Source: an optimization exercise on an open RTL-to-GDS flow (aim: small area). Production flows keep margins and buffers that such runs may drop.
The RTL was checked by simulation tests, not by an equivalence proof against the original design.
The clock port is modelled as an ideal driver, which makes a skipped or thinned clock tree look cheaper than it is; a real chip needs a root buffer or a tree.

==> job 9760 <==
==> flow/design.v <==
`timescale 1ns / 1ps
module seconds_clock(
	input SYSTEM_CLOCK,
	input RESET,
	output SECONDS_TICK
);
localparam [5:0] P = 6'b101010;
reg [5:0] q;
wire [5:0] s = q ^ P;
assign SECONDS_TICK = s[3] & s[2] & s[1] & s[0];
always @(posedge SYSTEM_CLOCK) begin
	if (RESET)
		q <= 6'd18 ^ P;
	else
		q <= {s[4:0], s[5] ^ s[4] ^ (s[1] & s[2])} ^ P;
end
endmodule
`timescale 1ns / 1ps
module dac_adapter(
	input CLOCK,
	input CE,
	input RESET,
	input SPI_MISO,
	output SPI_SCK,
	output SPI_MOSI,
	output DAC_CS,
	output DAC_CLR,
	output [7:0]CHECK
);
reg [6:0] pos;
reg [9:0] un;                   
wire [9:0] u = ~un;
reg pol;
reg [7:0] leds;
wire shift = ~pos[6];
wire [4:0] idx = pos[5:1];                  
wire last = pos[6] & pos[1] & pos[0];       
wire do6 = pos[6] & ~pos[1] & ~pos[0];      
wire rst = pos[6] & pos[2];               
wire samp = shift & ~pos[0] & ~pos[5] & pos[4];   
wire [7:0] pt;
assign pt[0] = CE & ~rst;
genvar k;
generate for (k = 0; k < 7; k = k + 1) begin : g_pos
	assign pt[k+1] = pt[k] & pos[k];
end endgenerate
wire [6:0] pinc = pos ^ pt[6:0];
wire wrap_pos = CE & last;
always @(posedge CLOCK) begin
	if (RESET) begin
		pos <= 7'd70;
	end else begin
		pos <= {pinc[6] & ~wrap_pos, pinc[5:3], pinc[2] & ~wrap_pos & ~(CE & rst), pinc[1:0]};
	end
end
wire up = CE & do6;
wire [9:0] K = 10'd25;
wire [10:0] c;
assign c[0] = 1'b0;
generate for (k = 0; k < 10; k = k + 1) begin : g_add
	assign c[k+1] = K[k] ? (u[k] | c[k]) : (u[k] & c[k]);
end endgenerate
wire wrap_u = c[10] & ~u[3];
wire [9:0] B49 = 10'd49;
always @(posedge CLOCK) begin
	if (RESET) begin
		un <= 10'd0;
		pol <= 1'b1;
	end else if (up) begin
		un <= ~((u ^ K ^ c[9:0]) | (wrap_u ? B49 : 10'd0));
		pol <= pol ^ wrap_u;
	end
end
wire [2:0] lsel = ~pos[3:1];
wire md = SPI_MISO & ~RESET;
generate for (k = 0; k < 8; k = k + 1) begin : g_leds
	wire de = RESET | (CE & samp & (lsel == k));
	always @(posedge CLOCK)
		if (de)
			leds[k] <= md;
end endgenerate
reg mosi_s;
always @* begin
	if (!idx[4])
		mosi_s = idx[3] ? idx[1] : (idx[2:0] == 3'd0);
	else case (idx[3:0])
		4'd0: mosi_s = u[9] ^ pol;
		4'd1: mosi_s = u[8] ^ pol;
		4'd2: mosi_s = u[7] ^ pol;
		4'd3: mosi_s = u[6] ^ pol;
		4'd4: mosi_s = u[5] ^ pol;
		4'd5: mosi_s = u[4] ^ pol;
		4'd6: mosi_s = u[3] ^ pol;
		4'd7: mosi_s = u[2] ^ pol;
		4'd8: mosi_s = u[1] ^ pol;
		4'd9: mosi_s = u[0] ^ pol;
		4'd15: mosi_s = 1'b1;
		default: mosi_s = 1'b0;
	endcase
end
assign SPI_MOSI = shift ? mosi_s : ~pos[1];
assign SPI_SCK = pos[0] & (shift | ~pos[1]);
assign DAC_CS = pos[6] & (pos[1] | pos[0]);
assign DAC_CLR = ~rst;
assign CHECK = leds;
endmodule
`timescale 1ns / 1ps
module main(
	input SYSTEM_CLOCK,
	input RESET,
	input SPI_MISO,
	output SPI_MOSI,
	output SPI_SCK,
	output DAC_CS,
	output DAC_CLR,
	output [7:0]LEDS
);
wire tick;
seconds_clock counter(
	.SYSTEM_CLOCK(SYSTEM_CLOCK),
	.RESET(RESET),
	.SECONDS_TICK(tick)
);
dac_adapter send(
	.CLOCK(SYSTEM_CLOCK),
	.CE(tick),
	.RESET(RESET),
	.SPI_MISO(SPI_MISO),
	.SPI_SCK(SPI_SCK),
	.SPI_MOSI(SPI_MOSI),
	.DAC_CS(DAC_CS),
	.DAC_CLR(DAC_CLR),
	.CHECK(LEDS)
);
endmodule
==> flow/flow/run.sh <==
#!/bin/bash
# Own layout flow: the standard synthesis, then an area re-mapping of its
# combinational logic (flip-flops untouched), then the standard layout
# with smaller port buffers and a single-level clock tree.
set -euo pipefail
W=$(pwd)
F=$W/flow
R=$W/orfs/results/$FLOW_PLATFORM/main/base
LIB=$FLOW_HOME/platforms/$FLOW_PLATFORM/lib/sky130_fd_sc_hd__tt_025C_1v80.lib

bash standard.sh synth > $W/log_synth.txt 2>&1

cp $R/1_2_yosys.v $W/std_synth.v
DU=$(sed -n '/^export DONT_USE_CELLS += /,/^#/p' $FLOW_HOME/platforms/$FLOW_PLATFORM/config.mk | tr -d '\\' | grep -o 'sky130_fd_sc_hd__[a-z0-9_]*' | sed 's/^/-dont_use /' | tr '\n' ' ')
sed -e "s#LIBFILE#$LIB#g" -e "s#IN_NETLIST#$W/std_synth.v#" -e "s#OUT_NETLIST#$W/remap.v#" \
    -e "s#LOGDIR#$W#g" -e "s#ABCSCRIPT#$F/area.abc#" -e "s#DONTUSE#$DU#" $F/remap.ys > $W/remap.ys
yosys -s $W/remap.ys > $W/log_remap.txt 2>&1
cp $W/remap.v $R/1_2_yosys.v

export BUFFER_PORTS_ARGS="-buffer_cell sky130_fd_sc_hd__buf_1"
export CTS_ARGS="-sink_clustering_enable -repair_clock_nets -buf_list sky130_fd_sc_hd__clkbuf_4 -sink_clustering_size 50 -sink_clustering_max_diameter 200 -dont_use_dummy_load"
bash standard.sh finish > $W/log_layout.txt 2>&1
==> flow/flow/area.abc <==
strash; &get -n; &deepsyn -T 30; &put; dch -f; map -a; topo
==> flow/flow/remap.ys <==
# Re-map the combinational logic of the standard synthesis for area.
# The flip-flops (and their instance names) are kept as they are.
read_liberty -ignore_miss_func LIBFILE
read_verilog -defer IN_NETLIST
hierarchy -top main
setattr -mod -set keep_hierarchy 1 sky130_fd_sc_hd__df* sky130_fd_sc_hd__edf*
flatten
opt_clean -purge
tee -o LOGDIR/remap_before.txt stat main
abc -liberty LIBFILE DONTUSE -script ABCSCRIPT main
opt_clean -purge
select main
hilomap -singleton -hicell sky130_fd_sc_hd__conb_1 HI -locell sky130_fd_sc_hd__conb_1 LO
splitnets
insbuf -buf sky130_fd_sc_hd__buf_1 A X
opt_clean -purge
rename -enumerate
tee -o LOGDIR/remap_after.txt stat -liberty LIBFILE
write_verilog -noattr -noexpr -nohex -nodec -selected OUT_NETLIST
==> flow/standard.sh <==
#!/bin/bash
# synth_recipe.tcl (not shown) runs the flow's synth.tcl, then flattens the netlist and writes it again
# the make line also repeats each setting of config.mk as NAME=value (left out here)
make -C /OpenROAD-flow-scripts/flow DESIGN_CONFIG=/design/flow/config.mk WORK_HOME=/design/flow/orfs CLKGATE_MAP_FILE= SYNTH_SCRIPT=/design/flow/synth_recipe.tcl "${@:-finish}"
==> flow/config.mk <==
export PLATFORM = sky130hd
export DESIGN_NAME = main
export DESIGN_NICKNAME = main
export VERILOG_FILES = /design/flow/design.v
export SDC_FILE = /design/flow/constraint.sdc
export NUM_CORES = 4
export LEC_CHECK = 0
export ABC_AREA = 1
export CAP_MARGIN = 20
export CORE_AREA = 5 5 85 85
export DIE_AREA = 0 0 90 90
export SLEW_MARGIN = 20
==> flow/constraint.sdc <==
create_clock -name core_clock -period 10.0 [get_ports {SYSTEM_CLOCK}]
set_input_delay 2.0000 -clock core_clock [delete_from_list [all_inputs] [get_ports {SYSTEM_CLOCK}]]
set_output_delay 2.0000 -clock core_clock [all_outputs]
set_load 0.01 [all_outputs]
==> inputs of job 1682, as changes to job 9760 <==
--- a/flow/design.v
+++ b/flow/design.v
@@ -5,13 +5,11 @@
 	output SECONDS_TICK
 );
-localparam [5:0] P = 6'b101010;
-reg [5:0] q;
-wire [5:0] s = q ^ P;
+reg [5:0] s;
 assign SECONDS_TICK = s[3] & s[2] & s[1] & s[0];
 always @(posedge SYSTEM_CLOCK) begin
 	if (RESET)
-		q <= 6'd18 ^ P;
+		s <= 6'd18;
 	else
-		q <= {s[4:0], s[5] ^ s[4] ^ (s[1] & s[2])} ^ P;
+		s <= {s[4:0], s[5] ^ s[4] ^ (s[1] & s[2])};
 end
 endmodule
@@ -29,6 +27,6 @@
 );
 reg [6:0] pos;
-reg [9:0] un;                   
-wire [9:0] u = ~un;
+reg clr;
+reg [9:0] u;
 reg pol;
 reg [7:0] leds;
@@ -37,8 +35,7 @@
 wire last = pos[6] & pos[1] & pos[0];       
 wire do6 = pos[6] & ~pos[1] & ~pos[0];      
-wire rst = pos[6] & pos[2];               
 wire samp = shift & ~pos[0] & ~pos[5] & pos[4];   
 wire [7:0] pt;
-assign pt[0] = CE & ~rst;
+assign pt[0] = CE;
 genvar k;
 generate for (k = 0; k < 7; k = k + 1) begin : g_pos
@@ -49,7 +46,9 @@
 always @(posedge CLOCK) begin
 	if (RESET) begin
-		pos <= 7'd70;
+		pos <= 7'd65;
+		clr <= 1'b0;
 	end else begin
-		pos <= {pinc[6] & ~wrap_pos, pinc[5:3], pinc[2] & ~wrap_pos & ~(CE & rst), pinc[1:0]};
+		pos <= {pinc[6] & ~wrap_pos, pinc[5:3], pinc[2] & ~wrap_pos, pinc[1:0]};
+		clr <= clr | CE;
 	end
 end
@@ -65,8 +64,8 @@
 always @(posedge CLOCK) begin
 	if (RESET) begin
-		un <= 10'd0;
+		u <= 10'h3ff;
 		pol <= 1'b1;
 	end else if (up) begin
-		un <= ~((u ^ K ^ c[9:0]) | (wrap_u ? B49 : 10'd0));
+		u <= (u ^ K ^ c[9:0]) | (wrap_u ? B49 : 10'd0);
 		pol <= pol ^ wrap_u;
 	end
@@ -99,8 +98,8 @@
 	endcase
 end
-assign SPI_MOSI = shift ? mosi_s : ~pos[1];
-assign SPI_SCK = pos[0] & (shift | ~pos[1]);
+assign SPI_MOSI = shift ? mosi_s : (~pos[1] & (~pos[0] | clr));
+assign SPI_SCK = pos[0] & (shift | (~pos[1] & clr));
 assign DAC_CS = pos[6] & (pos[1] | pos[0]);
-assign DAC_CLR = ~rst;
+assign DAC_CLR = clr;
 assign CHECK = leds;
 endmodule
==> flow/flow/area.abc (replaced) <==
strash; dc2; strash; dch -f; amap; topo; strash; dc2; dch -f; amap; topo
==> inputs of job 9075, as changes to job 9760 <==
--- a/flow/design.v
+++ b/flow/design.v
@@ -5,13 +5,11 @@
 	output SECONDS_TICK
 );
-localparam [5:0] P = 6'b101010;
-reg [5:0] q;
-wire [5:0] s = q ^ P;
+reg [5:0] s;
 assign SECONDS_TICK = s[3] & s[2] & s[1] & s[0];
 always @(posedge SYSTEM_CLOCK) begin
 	if (RESET)
-		q <= 6'd18 ^ P;
+		s <= 6'd18;
 	else
-		q <= {s[4:0], s[5] ^ s[4] ^ (s[1] & s[2])} ^ P;
+		s <= {s[4:0], s[5] ^ s[4] ^ (s[1] & s[2])};
 end
 endmodule
@@ -29,6 +27,6 @@
 );
 reg [6:0] pos;
-reg [9:0] un;                   
-wire [9:0] u = ~un;
+reg clr;
+reg [9:0] u;
 reg pol;
 reg [7:0] leds;
@@ -37,8 +35,7 @@
 wire last = pos[6] & pos[1] & pos[0];       
 wire do6 = pos[6] & ~pos[1] & ~pos[0];      
-wire rst = pos[6] & pos[2];               
 wire samp = shift & ~pos[0] & ~pos[5] & pos[4];   
 wire [7:0] pt;
-assign pt[0] = CE & ~rst;
+assign pt[0] = CE;
 genvar k;
 generate for (k = 0; k < 7; k = k + 1) begin : g_pos
@@ -49,7 +46,9 @@
 always @(posedge CLOCK) begin
 	if (RESET) begin
-		pos <= 7'd70;
+		pos <= 7'd65;
+		clr <= 1'b0;
 	end else begin
-		pos <= {pinc[6] & ~wrap_pos, pinc[5:3], pinc[2] & ~wrap_pos & ~(CE & rst), pinc[1:0]};
+		pos <= {pinc[6] & ~wrap_pos, pinc[5:3], pinc[2] & ~wrap_pos, pinc[1:0]};
+		clr <= clr | CE;
 	end
 end
@@ -65,8 +64,8 @@
 always @(posedge CLOCK) begin
 	if (RESET) begin
-		un <= 10'd0;
+		u <= 10'h3ff;
 		pol <= 1'b1;
 	end else if (up) begin
-		un <= ~((u ^ K ^ c[9:0]) | (wrap_u ? B49 : 10'd0));
+		u <= (u ^ K ^ c[9:0]) | (wrap_u ? B49 : 10'd0);
 		pol <= pol ^ wrap_u;
 	end
@@ -99,8 +98,8 @@
 	endcase
 end
-assign SPI_MOSI = shift ? mosi_s : ~pos[1];
-assign SPI_SCK = pos[0] & (shift | ~pos[1]);
+assign SPI_MOSI = shift ? mosi_s : (~pos[1] & (~pos[0] | clr));
+assign SPI_SCK = pos[0] & (shift | (~pos[1] & clr));
 assign DAC_CS = pos[6] & (pos[1] | pos[0]);
-assign DAC_CLR = ~rst;
+assign DAC_CLR = clr;
 assign CHECK = leds;
 endmodule
==> flow/flow/area.abc (replaced) <==
strash; dc2; strash; dch -f; amap; topo; strash; dc2; dch -f; amap; topo
Settings changed: CORE_AREA 5 5 85 85 to default, CORE_MARGIN from default to 2, CORE_UTILIZATION from default to 60, CTS_BUF_LIST from default to sky130_fd_sc_hd__clkbuf_4, CTS_CLUSTER_DIAMETER from default to 200, CTS_CLUSTER_SIZE from default to 50, DIE_AREA 0 0 90 90 to default.
==> inputs of job 5038, as changes to job 9760 <==
--- a/flow/design.v
+++ b/flow/design.v
@@ -28,5 +28,6 @@
 	output [7:0]CHECK
 );
-reg [6:0] pos;
+reg [6:0] pn;                   
+wire [6:0] pos = ~pn;
 reg [9:0] un;                   
 wire [9:0] u = ~un;
@@ -49,7 +50,7 @@
 always @(posedge CLOCK) begin
 	if (RESET) begin
-		pos <= 7'd70;
+		pn <= ~7'd70;
 	end else begin
-		pos <= {pinc[6] & ~wrap_pos, pinc[5:3], pinc[2] & ~wrap_pos & ~(CE & rst), pinc[1:0]};
+		pn <= ~{pinc[6] & ~wrap_pos, pinc[5:3], pinc[2] & ~wrap_pos & ~(CE & rst), pinc[1:0]};
 	end
 end
==> flow/flow/run.sh (replaced) <==
#!/bin/bash
# Own layout flow: the standard synthesis, then an area re-mapping of its
# combinational logic (flip-flops untouched), then the standard layout
# with smaller port buffers and a one-level clock tree of its own (cts.tcl).
set -euo pipefail
W=$(pwd)
F=$W/flow
R=$W/orfs/results/$FLOW_PLATFORM/main/base
LIB=$FLOW_HOME/platforms/$FLOW_PLATFORM/lib/sky130_fd_sc_hd__tt_025C_1v80.lib

bash standard.sh synth > $W/log_synth.txt 2>&1

cp $R/1_2_yosys.v $W/std_synth.v
DU=$(sed -n '/^export DONT_USE_CELLS += /,/^#/p' $FLOW_HOME/platforms/$FLOW_PLATFORM/config.mk | tr -d '\\' | grep -o 'sky130_fd_sc_hd__[a-z0-9_]*' | sed 's/^/-dont_use /' | tr '\n' ' ')
# try a few ABC scripts and keep the smallest result
best=""; bestarea=""
for S in area area2 area3; do
  sed -e "s#LIBFILE#$LIB#g" -e "s#IN_NETLIST#$W/std_synth.v#" -e "s#OUT_NETLIST#$W/remap_$S.v#" \
      -e "s#LOGDIR/remap_after#$W/remap_after_$S#" -e "s#LOGDIR#$W#g" -e "s#ABCSCRIPT#$F/$S.abc#" -e "s#DONTUSE#$DU#" $F/remap.ys > $W/remap_$S.ys
  if yosys -s $W/remap_$S.ys > $W/log_remap_$S.txt 2>&1; then
    a=$(grep "Chip area for module '.main'" $W/remap_after_$S.txt | awk '{print $NF}')
    echo "$S $a" >> $W/remap_choice.txt
    if [[ -z "$bestarea" ]] || awk "BEGIN{exit !($a < $bestarea)}"; then best=$S; bestarea=$a; fi
  fi
done
echo "chosen $best $bestarea" >> $W/remap_choice.txt
cp $W/remap_$best.v $W/remap.v
cp $W/remap.v $R/1_2_yosys.v

export BUFFER_PORTS_ARGS="-buffer_cell sky130_fd_sc_hd__buf_1"
bash standard.sh place > $W/log_place.txt 2>&1
RESULTS=$R FLOWDIR=$F LEAF_CELL=sky130_fd_sc_hd__clkbuf_4 LEAF_COUNT=3 \
  openroad -no_init -exit $F/cts.tcl > $W/log_cts.txt 2>&1
bash standard.sh finish > $W/log_layout.txt 2>&1
==> flow/flow/area2.abc (new file) <==
strash; &get -n; &deepsyn -T 60; &put; dch -f; amap; topo
==> flow/flow/area3.abc (new file) <==
strash; dc2; dch -f; map -a; topo; strash; dc2; dch -f; map -a; topo
==> flow/flow/cts.tcl (new file) <==
# Clock tree in place of ORFS's CTS step: the clock port drives a few leaf
# buffers directly, each driving the clock pins of one group of flip-flops.
# Reads 3_place.odb, writes 4_1_cts.odb and 4_cts.sdc for the rest of the flow.
set P $::env(FLOW_HOME)/platforms/$::env(FLOW_PLATFORM)
set R $::env(RESULTS)
read_lef $P/lef/sky130_fd_sc_hd.tlef
read_lef $P/lef/sky130_fd_sc_hd_merged.lef
read_liberty $P/lib/sky130_fd_sc_hd__tt_025C_1v80.lib
read_db $R/3_place.odb
read_sdc $R/3_place.sdc
source $P/setRC.tcl
source $::env(FLOWDIR)/leafclk.tcl
leaf_clock_buffers $::env(LEAF_CELL) $::env(LEAF_COUNT)
set_propagated_clock [all_clocks]
detailed_placement
check_placement -verbose
estimate_parasitics -placement
report_clock_skew
report_worst_slack -max
report_worst_slack -min
repair_timing -hold
detailed_placement
check_placement -verbose
foreach p [get_pins -of_objects [get_nets clknet_leaf_*_SYSTEM_CLOCK]] { report_slews $p }
write_db $R/4_1_cts.odb
write_sdc -no_timestamp $R/4_cts.sdc
==> flow/flow/leafclk.tcl (new file) <==
# Clock tree of N leaf buffers: the clock port drives each leaf buffer
# directly; the flip-flops are split into N groups by position.
proc leaf_clock_buffers { cell nleaf } {
  set block [ord::get_db_block]
  set port_net [[$block findBTerm SYSTEM_CLOCK] getNet]
  set master [[ord::get_db] findMaster $cell]
  set sinks {}
  foreach it [$port_net getITerms] {
    set loc [[$it getInst] getLocation]
    lappend sinks [list [lindex $loc 0] [lindex $loc 1] $it]
  }
  set sinks [lsort -integer -index 0 $sinks]
  set n [llength $sinks]
  for {set g 0} {$g < $nleaf} {incr g} {
    set lo [expr {$g * $n / $nleaf}]; set hi [expr {($g + 1) * $n / $nleaf - 1}]
    set buf [odb::dbInst_create $block $master clkbuf_leaf_${g}_SYSTEM_CLOCK]
    set net [odb::dbNet_create $block clknet_leaf_${g}_SYSTEM_CLOCK]
    $net setSigType CLOCK
    set xs 0; set ys 0; set m 0
    foreach s [lrange $sinks $lo $hi] {
      lassign $s x y it
      incr xs $x; incr ys $y; incr m
      $it disconnect
      $it connect $net
    }
    [$buf findITerm A] connect $port_net
    [$buf findITerm X] connect $net
    $buf setLocation [expr {$xs / $m}] [expr {$ys / $m}]
    $buf setPlacementStatus PLACED
    puts "leaf_clock_buffers: $cell $g drives $m clock pins"
  }
}
==> impl_metrics.prom <==
# TYPE chip_impl_metric gauge
chip_impl_info{name="run_status",value="complete, no violations"} 1
chip_impl_metric{name="synthCells",unit=""} 172
chip_impl_metric{name="path_depth",unit=""} 12
chip_impl_metric{name="met3_wirelength",unit="µm"} 143
chip_impl_metric{name="post-route-worst-setup-slack",unit="ns"} 5.19
chip_impl_metric{name="cells_after_dpl",unit=""} 214
chip_impl_metric{name="p_seq",unit="µW"} 142
# the run above: job 9075

==> impl_metrics.prom <==
# TYPE chip_impl_metric gauge
chip_impl_info{name="run_status",value="complete, no violations"} 1
chip_impl_metric{name="p_seq",unit="µW"} 142
chip_impl_metric{name="post-route-worst-setup-slack",unit="ns"} 5.22
chip_impl_metric{name="met3_wirelength",unit="µm"} 177
chip_impl_metric{name="area_share_nonclk_buffers",unit=""} 0.0330
chip_impl_metric{name="synthCells",unit=""} 172
chip_impl_metric{name="cells_after_dpl",unit=""} 263
chip_impl_metric{name="path_depth",unit=""} 12
# the run above: job 1682

==> impl_metrics.prom <==
# TYPE chip_impl_metric gauge
chip_impl_metric{name="synthCells",unit=""} 156
chip_impl_metric{name="path_depth",unit=""} 9
chip_impl_metric{name="post-route-worst-setup-slack",unit="ns"} 5.72
chip_impl_metric{name="cells_after_dpl",unit=""} 247
chip_impl_info{name="run_status",value="complete, no violations"} 1
# the run above: job 5038

==> impl_metrics.prom <==
# TYPE chip_impl_metric gauge
chip_impl_metric{name="p_seq",unit="µW"} 138
chip_impl_metric{name="met3_wirelength",unit="µm"} 176
chip_impl_metric{name="post-route-worst-setup-slack",unit="ns"} 5.48
chip_impl_metric{name="synthCells",unit=""} 167
chip_impl_info{name="run_status",value="complete, no violations"} 1
# the run above: job 9760

In job 5038 the design's own scripts or RTL, not TritonCTS, make the clock network.

## re-timing with driven ports
Ports are ideal in the flow. The routed layouts listed here were re-timed in OpenROAD. Step 1 sets driving cells, clkbuf_16 on the clock port and buf_2 on the other inputs (assumed; they add their load-dependent delay and slew). Step 2 times the ports against the registers' clock, not the clock port: input delays grow and output delays shrink by t, the midpoint of the rising clock arrivals with the driver on. Slacks: ideal ports / drivers / drivers and shift; pairs: ideal ports / drivers.
| run | shift t [ns] | setup slack, ns | worst hold slack (ns) | worst setup path after step 2 | slew at the worst register clock pin (ns) |
|---|---|---|---|---|---|
| job 9760 | 0.357 | 5.481 / 5.459 / 5.816 | 0.371 / 0.371 / 0.371 | register to output | 0.11 / 0.11 |
| job 1682 | 0.340 | 5.219 / 5.194 / 5.534 | 0.434 / 0.434 / 0.434 | register to output | 0.11 / 0.11 |
| job 9075 | 0.359 | 5.194 / 5.170 / 5.529 | 0.443 / 0.443 / 0.443 | register to output | 0.11 / 0.11 |
| job 5038 | 0.202 | 5.725 / 5.688 / 5.850 | 0.405 / 0.405 / 0.405 | register to register | 0.12 / 0.12 |
After both steps setup and hold are still met in every run listed.
